Context: an optimization exercise on an open-source flow, tuned for small area and a short achievable clock period. The choices shown serve that exercise and are no tape-out recipe.
At most, simulation tests tie the RTL to the original design; equivalence was not proved.
Power and IR drop assume default switching activity. No driver is modelled on the clock port, so clocking that relies on it looks cheaper here than on a real chip.

==> flow/design.v (excerpt) <==
module HWA(
    input [12:0]        in,
    input               clock_d,
    input               clock_s,
    output logic [12:0] out,
    output logic        done
);
Size in the first run: ~14000 um^2 of cells after synthesis.
export LEC_CHECK = 0
export CAP_MARGIN = 20
export CORE_MARGIN = 2
export CORE_UTILIZATION = 40
export CTS_CLUSTER_DIAMETER = 100
export CTS_CLUSTER_SIZE = 28
export SETUP_SLACK_MARGIN = 4.3
export SLEW_MARGIN = 20
export SYNTH_MEMORY_MAX_BITS = 32768
create_clock -name core_clock -period 6.5 [get_ports {clock_d}]
run.sh (not shown) runs the stock make flow with config.mk's settings and CLKGATE_MAP_FILE= SYNTH_SCRIPT=/design/flow/synth_recipe.tcl, a recipe that flattens the netlist after the stock synthesis.
Then changed:
--- a/flow/config.mk
+++ b/flow/config.mk
@@ -9,7 +9,7 @@
 export CORE_MARGIN = 2
 export CORE_UTILIZATION = 40
-export CTS_CLUSTER_DIAMETER = 100
-export CTS_CLUSTER_SIZE = 28
-export SETUP_SLACK_MARGIN = 4.3
+export CTS_CLUSTER_DIAMETER = 80
+export CTS_CLUSTER_SIZE = 20
+export SETUP_SLACK_MARGIN = 4.4
 export SLEW_MARGIN = 20
 export SYNTH_MEMORY_MAX_BITS = 32768
Outcome: Combinational power barely changes. Worst setup slack gets better by 0.0033 ns. Hold slack is worse by 0.0054 ns. Via count increases slightly. Synthesized cell count is unchanged. Final cell count goes up slightly. Clock power increases by roughly a tenth. Critical path depth is unchanged.
Function was not checked in any run of this note: the RTL went through the layout flow alone.

---

Setup of P:
Another version of the RTL of HWA (not shown whole).
Size in the first run: ~680 cells after synthesis, about 420 flip-flops, about 29 I/O pins, ~14000 sq um of cells after synthesis.
Settings: LEC_CHECK=0, CAP_MARGIN=20, CORE_MARGIN=2, CORE_UTILIZATION=65, CTS_CLUSTER_DIAMETER=100, CTS_CLUSTER_SIZE=28, SETUP_SLACK_MARGIN=4.2, SLEW_MARGIN=20, SYNTH_MEMORY_MAX_BITS=32768; clock period 6.5 ns.
P finished every stage and its layout cleared the timing, DRC and antenna checks.
Modified inputs, Q compared to P
Settings: swapping 65 for 40 in CORE_UTILIZATION; swapping 4.2 for 4.1 in SETUP_SLACK_MARGIN.
Comparing Q against P, there is no change at all in fraction of synthesized area in multiplexers. The fraction of met2 tracks used by global routing of Q is lower than that of P. Looking at slew at the pin with the worst max-slew slack across Q and P, the one that comes out lower is Q. Q against P: clock network fraction of total power higher; cell area higher; final-layout worst hold slack roughly the same; first-iteration DRC count lower. Row number of tapcells: Q higher / P lower. Reported for Q and P, total stage count of the critical path turned out identical to the last digit. Q ends up with a cell row count that is 15 higher than in P.
The inputs of R differ from those of Q as listed below.
Settings: SETUP_SLACK_MARGIN: 4.1 -> unset.
Q → R: final instance area lower, post-route worst setup slack lower. R | stages: all done | timing, DRC, antenna: all pass. Delta (R minus Q): global-route track usage on met2 dropped 0.34 points, wire length dropped 150 um, number of search-and-repair iterations in the first detailed-routing pass dropped 1, utilization after layout dropped 0.27 points.

---

HWA, a different RTL version from the one above (not shown whole).
Size in the first run: roughly 650 cells after synthesis, about 29 I/O pins, roughly 13,000 um^2 of cells after synthesis.
Settings: LEC_CHECK=0, CAP_MARGIN=0, CORE_MARGIN=2, CORE_UTILIZATION=40, CTS_CLUSTER_DIAMETER=100, CTS_CLUSTER_SIZE=28, SETUP_SLACK_MARGIN=4.4, SLEW_MARGIN=0, SYNTH_MEMORY_MAX_BITS=32768; clock period 6.5 ns.
The first run passed the timing, DRC and antenna checks.
==> next run, changes <==
==> flow/flow/run.sh (new file) <==
#!/bin/bash
# The standard layout (standard.sh) with two changes: the port buffers are
# placed as the smallest buffer (timing repair upsizes the ones that need it),
# and clock tree synthesis adds no dummy loads.
# ORFS writes each step's log under orfs/logs/; the make output goes to standard.log.
set -o pipefail
bash standard.sh \
  "BUFFER_PORTS_ARGS=-buffer_cell sky130_fd_sc_hd__buf_1" \
  "CTS_ARGS=-sink_clustering_enable -repair_clock_nets -sink_clustering_size 28 -sink_clustering_max_diameter 100 -dont_use_dummy_load" \
  finish > standard.log 2>&1
==> flow/standard.sh (new file) <==
#!/bin/bash
# synth_recipe.tcl (not shown) runs the flow's synth.tcl, then flattens the netlist and writes it again
# the make line also repeats each setting of config.mk as NAME=value (left out here)
make -C /OpenROAD-flow-scripts/flow DESIGN_CONFIG=/design/flow/config.mk WORK_HOME=/design/flow/orfs CLKGATE_MAP_FILE= SYNTH_SCRIPT=/design/flow/synth_recipe.tcl "${@:-finish}"
- SETUP_SLACK_MARGIN: 4.4 -> 4.3
removed: flow/run.sh
After rerunning:
- utilization shrinks by 0.61 points
- area after synthesis is unchanged
- global-route usage falls by 0.18 points
- total power fell by 2.6%
- setup slack gains 0.040 ns
- combinational power decreases by about 6%
==> next run, changes <==
==> flow/run.sh (new file) <==
#!/bin/bash
# synth_recipe.tcl (not shown) runs the flow's synth.tcl, then flattens the netlist and writes it again
# the make line also repeats each setting of config.mk as NAME=value (left out here)
make -C /OpenROAD-flow-scripts/flow DESIGN_CONFIG=/design/flow/config.mk WORK_HOME=/design/flow/orfs CLKGATE_MAP_FILE= SYNTH_SCRIPT=/design/flow/synth_recipe.tcl finish
- CORE_UTILIZATION: 40 -> 50
removed: flow/flow/run.sh
removed: flow/standard.sh
Effect:
- wire length goes up slightly
- first-iteration DRC count goes down by about a fifth
- clock power goes up by a little under a tenth
- core utilization goes up by 11 points
- cell area is about the same
- via count goes up slightly
- power goes up by a few percent
- synthesized area does not change
- final cell count goes down by a little under a tenth
==> next run, changes <==
- CORE_UTILIZATION: 50 -> 55
- SETUP_SLACK_MARGIN: 4.3 -> 4.2
=>
- cell area stays flat
- die area goes down by 8.9%
- worst setup slack is better by 0.0076 ns
- wire length fell by 0.36%
- via count barely changes
- power is about the same

---

HWA, a different RTL version from the one above (not shown whole).
Size in the first run: roughly 650 cells after synthesis, about 400 flip-flops, ~29 I/O pins.
clock: 6.5 ns
lec_check: 0
cap_margin: 0
core_margin: 2
core_utilization: 45
cts_cluster_diameter: 100
cts_cluster_size: 28
setup_slack_margin: 4.3
slew_margin: 0
synth_memory_max_bits: 32768
standard.sh (not shown) runs the stock make flow with config.mk's settings and CLKGATE_MAP_FILE= SYNTH_SCRIPT=/design/flow/synth_recipe.tcl, a recipe that flattens the netlist after the stock synthesis.
==> flow/flow/run.sh <==
#!/bin/bash
# The standard layout (standard.sh) with two changes: the port buffers are
# placed as the smallest buffer (timing repair upsizes the ones that need it),
# and clock tree synthesis adds no dummy loads.
# ORFS writes each step's log under orfs/logs/; the make output goes to standard.log.
set -o pipefail
bash standard.sh \
  "BUFFER_PORTS_ARGS=-buffer_cell sky130_fd_sc_hd__buf_1" \
  "CTS_ARGS=-sink_clustering_enable -repair_clock_nets -sink_clustering_size 28 -sink_clustering_max_diameter 100 -dont_use_dummy_load" \
  finish > standard.log 2>&1
Next try:
- CORE_UTILIZATION: 45 -> 40
- SETUP_SLACK_MARGIN: 4.3 -> 4.25
=>
- critical path depth does not change
- hold slack degrades by 0.0048 ns
- combinational power came out lower by a few percent
- flip-flop and latch count does not change
- register-to-register slack degrades by 0.05 ns
- utilization came out lower by 4.9 points

---

Starting RTL as in the previous note.
clock: 6.5 ns
lec_check: 0
cap_margin: 0
core_margin: 2
core_utilization: 35
cts_cluster_diameter: 100
cts_cluster_size: 28
setup_slack_margin: 4.3
slew_margin: 0
synth_memory_max_bits: 32768
Scripts as last shown in full above: flow/flow/run.sh
Edit:
CORE_UTILIZATION = 40   (was 35)
What happened: The changed run completed without violations. Via count went up by about 0.7%. Sequential share of layout area went up by 0.41 points. Synthesized cell count is unchanged.
Edit:
--- a/flow/flow/run.sh
+++ b/flow/flow/run.sh
@@ -7,4 +7,4 @@
 bash standard.sh \
   "BUFFER_PORTS_ARGS=-buffer_cell sky130_fd_sc_hd__buf_1" \
-  "CTS_ARGS=-sink_clustering_enable -repair_clock_nets -sink_clustering_size 28 -sink_clustering_max_diameter 100 -dont_use_dummy_load" \
+  "CTS_ARGS=-sink_clustering_enable -repair_clock_nets -sink_clustering_size 32 -sink_clustering_max_diameter 100 -dont_use_dummy_load" \
   finish > standard.log 2>&1
CTS_CLUSTER_SIZE = 32   (was 28)
After rerunning: The changed run passed the timing, DRC and antenna checks; first-iteration DRC count increases by about a fifth; register-to-register slack barely changes; final cell count is about the same; cell area decreases slightly; utilization falls by 0.16 points; sequential share of layout area rose by 0.28 points; wire length is about the same; power shrinks slightly; via count stays flat; count of clock-buffer cells in the layout went down by 2.
Edit:
--- a/flow/flow/run.sh
+++ b/flow/flow/run.sh
@@ -7,4 +7,4 @@
 bash standard.sh \
   "BUFFER_PORTS_ARGS=-buffer_cell sky130_fd_sc_hd__buf_1" \
-  "CTS_ARGS=-sink_clustering_enable -repair_clock_nets -sink_clustering_size 32 -sink_clustering_max_diameter 100 -dont_use_dummy_load" \
+  "CTS_ARGS=-sink_clustering_enable -repair_clock_nets -sink_clustering_size 24 -sink_clustering_max_diameter 100 -dont_use_dummy_load" \
   finish > standard.log 2>&1
CTS_CLUSTER_SIZE = 24   (was 32)
Outcome: Area after synthesis does not change; routed wire length went up by 0.62%; die area does not change; sequential power hardly moves; register-to-register slack gets better by 0.02 ns; final area climbs by about 0.7%.

---

job 1148:
Another version of the RTL of HWA (not shown whole).
Size: about 810 cells after synthesis, about 29 I/O pins, ~0.014 mm^2 of cells after synthesis.
// HWA
module HWA(
    input [12:0]        in,
    input               clock_d,
    input               clock_s,
    output logic [12:0] out,
    output logic        done
);
Settings: LEC_CHECK=0, ABC_AREA=1, CAP_MARGIN=0, CORE_MARGIN=2, CORE_UTILIZATION=40, CTS_CLUSTER_DIAMETER=100, CTS_CLUSTER_SIZE=28, SETUP_SLACK_MARGIN=4.2, SLEW_MARGIN=0, SYNTH_MEMORY_MAX_BITS=32768; clock period 6.5 ns.
run.sh (not shown) runs the stock make flow with config.mk's settings and CLKGATE_MAP_FILE= SYNTH_SCRIPT=/design/flow/synth_recipe.tcl, a recipe that flattens the netlist after the stock synthesis.
Stock flow here: none of the scripts above is used.
Job 1148 finished every step from synthesis to the final layout, and the layout passed the timing, DRC and antenna checks.
> inputs changed (job 1148 -> job 7735)
- ABC_AREA removed (was 1)
### Flow results
[job 7735 vs job 1148] clock period minus worst slack: higher in job 7735
| delay of the slowest critical-path stage | job 1148 vs job 7735 | ≈ equal |
In terms of part of the cycle the worst path needs, job 7735 and job 1148 differ only marginally.
Job 1148 leaves more setup margin than job 7735.
Power per standard cell area: job 7735 and job 1148 compared, lower one is job 1148
Modified inputs, job 5002 compared to job 7735
==> flow/flow/run.sh (new file) <==
#!/bin/bash
# The standard layout (standard.sh), with the port buffers placed as the
# smallest buffer; timing repair upsizes the ones on critical paths.
# ORFS writes each step's log under orfs/logs/; the make output goes to standard.log.
set -o pipefail
bash standard.sh "BUFFER_PORTS_ARGS=-buffer_cell sky130_fd_sc_hd__buf_1" finish > standard.log 2>&1
==> flow/standard.sh (new file) <==
#!/bin/bash
# synth_recipe.tcl (not shown) runs the flow's synth.tcl, then flattens the netlist and writes it again
# the make line also repeats each setting of config.mk as NAME=value (left out here)
make -C /OpenROAD-flow-scripts/flow DESIGN_CONFIG=/design/flow/config.mk WORK_HOME=/design/flow/orfs CLKGATE_MAP_FILE= SYNTH_SCRIPT=/design/flow/synth_recipe.tcl "${@:-finish}"
removed: flow/run.sh
--- outcome ---
Worst setup slack: job 5002 > job 7735
Any difference in net count after synthesis between job 7735 and job 5002 is small enough to ignore.
Diff job 7735 -> job 5002: design area went down 71 um^2; number of vias in the routed layout went up 0.72%.
Where worst setup slack after placement is concerned, job 7735 is outperformed by job 5002.
What job 1498 does differently from job 5002 at the input level:
- SETUP_SLACK_MARGIN: 4.2 -> 4.15
- CTS_CLUSTER_SIZE: 28 -> 32
==> flow/run.sh (new file) <==
#!/bin/bash
# synth_recipe.tcl (not shown) runs the flow's synth.tcl, then flattens the netlist and writes it again
# the make line also repeats each setting of config.mk as NAME=value (left out here)
make -C /OpenROAD-flow-scripts/flow DESIGN_CONFIG=/design/flow/config.mk WORK_HOME=/design/flow/orfs CLKGATE_MAP_FILE= SYNTH_SCRIPT=/design/flow/synth_recipe.tcl finish
removed: flow/flow/run.sh
removed: flow/standard.sh
[summary]
Job 1498 vs job 5002, clock-buffer cell count went up by about 8%.
Status | job 5002 and job 1498 | clean
Job 5002 → job 1498: vias after detailed routing lost 0.59%; average wire per cell in the routed design neither gained nor lost much; reported net switching power lost 1.8%.

---

The RTL this note starts from:
==> flow/design.v <==
module VDC(
    input               clock,
    input               reset,    
    output logic [11:0] cnt,
    output logic [11:0] rev,
    output logic [11:0] nxt,      
    output logic        last      
);
logic [11:0] carry;
always_comb begin
    for (int i = 0; i < 12; i++) rev[i] = cnt[11-i];
end
assign carry[0] = 1'b1;
for (genvar i = 1; i < 12; i++) begin : g_carry
    assign carry[i] = &cnt[i-1:0];
end
assign nxt  = cnt ^ carry;
assign last = &cnt;
always_ff @(posedge clock)
    if (reset) cnt <= 12'd1;
    else       cnt <= nxt;
endmodule
module HWA(
    input [12:0]        in,
    input               clock_d,
    input               clock_s,
    output logic [12:0] out,
    output logic        done
);
localparam [10:0] SGN = 11'b01010001010;    
logic [11:0] l12 [0:21];
logic [9:0]  l10 [22:25];
logic [7:0]  l8  [26:29];
logic [5:0]  l6  [30:33];
logic [1:0]  l2  [34:37];
logic [11:0] q;       
logic [11:0] rq;      
logic        qlast;   
logic [11:0] tapv;    
logic        sgn;     
logic        bit_r;   
VDC vdc(.clock(clock_d), .reset(clock_s), .cnt(q), .rev(rq), .nxt(), .last(qlast));
logic       nz10;     
logic [1:0] r34;
assign nz10 = |l6[33][3:0];
assign r34  = (l6[33][5:4] == 2'd3) ? 2'd3 : l6[33][5:4] + {1'b0, nz10};
logic [10:0] seg2;
always_comb begin
    logic [11:0] ge;      
    ge[0]  = 1'b1;
    ge[1]  = q >= 12'd2;
    ge[2]  = q >= 12'd23;
    ge[3]  = q >= 12'd101;
    ge[4]  = q >= 12'd338;
    ge[5]  = q >= 12'd1281;
    ge[6]  = q >= 12'd2814;
    ge[7]  = q >= 12'd3756;
    ge[8]  = q >= 12'd3993;
    ge[9]  = q >= 12'd4071;
    ge[10] = q >= 12'd4092;
    ge[11] = q == 12'd4095;   
    for (int s = 0; s < 11; s++) seg2[s] = ge[s] & ~ge[s+1];
    seg2[0] = seg2[0] | ge[11];
end
logic [11:0] tapv_n;
always_comb
    tapv_n = ({12{seg2[0]}}  & {l2[37], 10'b0})
           | ({12{seg2[1]}}  & {l6[33], 6'b0})
           | ({12{seg2[2]}}  & {l8[29], 4'b0})
           | ({12{seg2[3]}}  & {l10[25], 2'b0})
           | ({12{seg2[4]}}  & l12[21])
           | ({12{seg2[5]}}  & l12[19])
           | ({12{seg2[6]}}  & {l12[17][11:1], 1'b0})
           | ({12{seg2[7]}}  & {l12[13][11:3], 3'b0})
           | ({12{seg2[8]}}  & {l12[9][11:5], 5'b0})
           | ({12{seg2[9]}}  & {l12[5][11:7], 7'b0})
           | ({12{seg2[10]}} & {l12[1][11:10], 10'b0});
logic gt;
always_comb begin
    logic [11:0] g1, e1;
    logic [5:0]  g2, e2;
    logic [2:0]  g3, e3;
    for (int i = 0; i < 12; i++) begin
        g1[i] = tapv[i] & ~rq[i];
        e1[i] = ~(tapv[i] ^ rq[i]);
    end
    for (int i = 0; i < 6; i++) begin
        g2[i] = g1[2*i+1] | (e1[2*i+1] & g1[2*i]);
        e2[i] = e1[2*i+1] & e1[2*i];
    end
    for (int i = 0; i < 3; i++) begin
        g3[i] = g2[2*i+1] | (e2[2*i+1] & g2[2*i]);
        e3[i] = e2[2*i+1] & e2[2*i];
    end
    gt = g3[2] | (e3[2] & g3[1]) | (e3[2] & e3[1] & g3[0]);
end
logic [12:0] acc_carry;
assign acc_carry[0] = bit_r;
for (genvar i = 1; i < 13; i++) begin : g_acc_carry
    assign acc_carry[i] = bit_r & (&out[i-1:0]);
end
always_ff @(posedge clock_d) begin
    if (clock_s) begin
        l12[0] <= in[11:0];
        for (int j = 1; j < 22; j++) l12[j] <= l12[j-1];
        l10[22] <= {l12[21][11:3], |l12[21][2:0]};
        for (int j = 23; j < 26; j++) l10[j] <= l10[j-1];
        l8[26] <= {l10[25][9:3], |l10[25][2:0]};
        for (int j = 27; j < 30; j++) l8[j] <= l8[j-1];
        l6[30] <= {l8[29][7:3], |l8[29][2:0]};
        for (int j = 31; j < 34; j++) l6[j] <= l6[j-1];
        l2[34] <= r34;
        for (int j = 35; j < 38; j++) l2[j] <= l2[j-1];
    end
end
always_ff @(posedge clock_d) begin
    if (clock_s) begin
        out   <= 13'd0;
        done  <= 1'b0;
        tapv  <= {l2[36], 10'b0};          
        sgn   <= SGN[0];
        bit_r <= |l2[36];                  
    end else begin
        out   <= out ^ acc_carry;
        done  <= qlast;
        tapv  <= tapv_n;
        sgn   <= |(seg2 & SGN);
        bit_r <= gt ^ sgn;
    end
end
endmodule
clock: 6.5 ns
lec_check: 0
cap_margin: 20
core_margin: 2
core_utilization: 40
cts_cluster_diameter: 100
cts_cluster_size: 28
setup_slack_margin: 4.1
slew_margin: 20
synth_memory_max_bits: 32768
Stock flow here: none of the scripts above is used.
The starting point finished clean.
Edit:
Settings changed: CAP_MARGIN 20 to 0, SETUP_SLACK_MARGIN 4.1 to 4.2, SLEW_MARGIN 20 to 0.
Outcome: The changed run ran to the end with no violations. Routed wire length grows by a few percent. Synthesized cell count does not change. Clock-buffer cell count grows by 1. Sequential power stays flat. Total power shrinks slightly. Cell count stays flat.
No run of this note included a check of the RTL's function; only the layout flow was run.

## what the ideal ports hide
The flow's constraints put no driver on any port. The routed layouts listed below were extracted and timed again, unchanged, in two steps. Step 1 assumes that a clkbuf_16 drives the clock port and a buf_2 every other input. Step 2 times the ports against the registers' clock, not the clock port: input delays grow and output delays shrink by t, the midpoint of the rising clock arrivals with the driver on. Three values: no drivers, after step 1, after step 2; two values: the first two.
run | shift t [ns] | setup slack, ns | worst setup path at the end
the first run of note 1 | 0.570 | 4.198 / 4.155 / 3.962 | input to register
the second run of note 1 | 0.585 | 4.201 / 4.160 / 3.975 | input to register
P | 0.570 | 4.198 / 4.154 / 3.794 | input to register
Q | 0.570 | 4.180 / 4.131 / 3.624 | input to register
R | 0.567 | 3.681 / 3.632 / 3.419 | input to register
the first run of note 3 | 0.560 | 4.189 / 4.143 / 3.901 | input to register
the second run of note 3 | 0.553 | 4.229 / 4.183 / 3.873 | input to register
the third run of note 3 | 0.553 | 4.209 / 4.160 / 3.800 | input to register
the fourth run of note 3 | 0.561 | 4.216 / 4.186 / 3.711 | input to register
the first run of note 4 | 0.538 | 4.237 / 4.190 / 3.771 | input to register
the second run of note 4 | 0.542 | 4.234 / 4.189 / 3.745 | input to register
the first run of note 5 | 0.538 | 4.228 / 4.181 / 3.811 | input to register
the second run of note 5 | 0.540 | 4.236 / 4.191 / 3.849 | input to register
the third run of note 5 | 0.552 | 4.243 / 4.196 / 3.822 | input to register
the fourth run of note 5 | 0.556 | 4.228 / 4.181 / 3.831 | input to register
job 1148 | 0.564 | 4.198 / 4.152 / 3.689 | input to register
job 7735 | 0.567 | 4.192 / 4.145 / 3.737 | input to register
job 5002 | 0.555 | 4.198 / 4.153 / 3.729 | input to register
job 1498 | 0.552 | 4.194 / 4.149 / 3.814 | input to register
the first run of note 7 | 0.557 | 4.139 / 4.091 / 3.593 | input to register
the second run of note 7 | 0.557 | 4.201 / 4.153 / 3.681 | input to register
After both steps every run listed still meets setup and hold. For Q, which loses most, drivers alone change the setup slack by -0.049 ns; drivers and shift together by -0.556 ns.
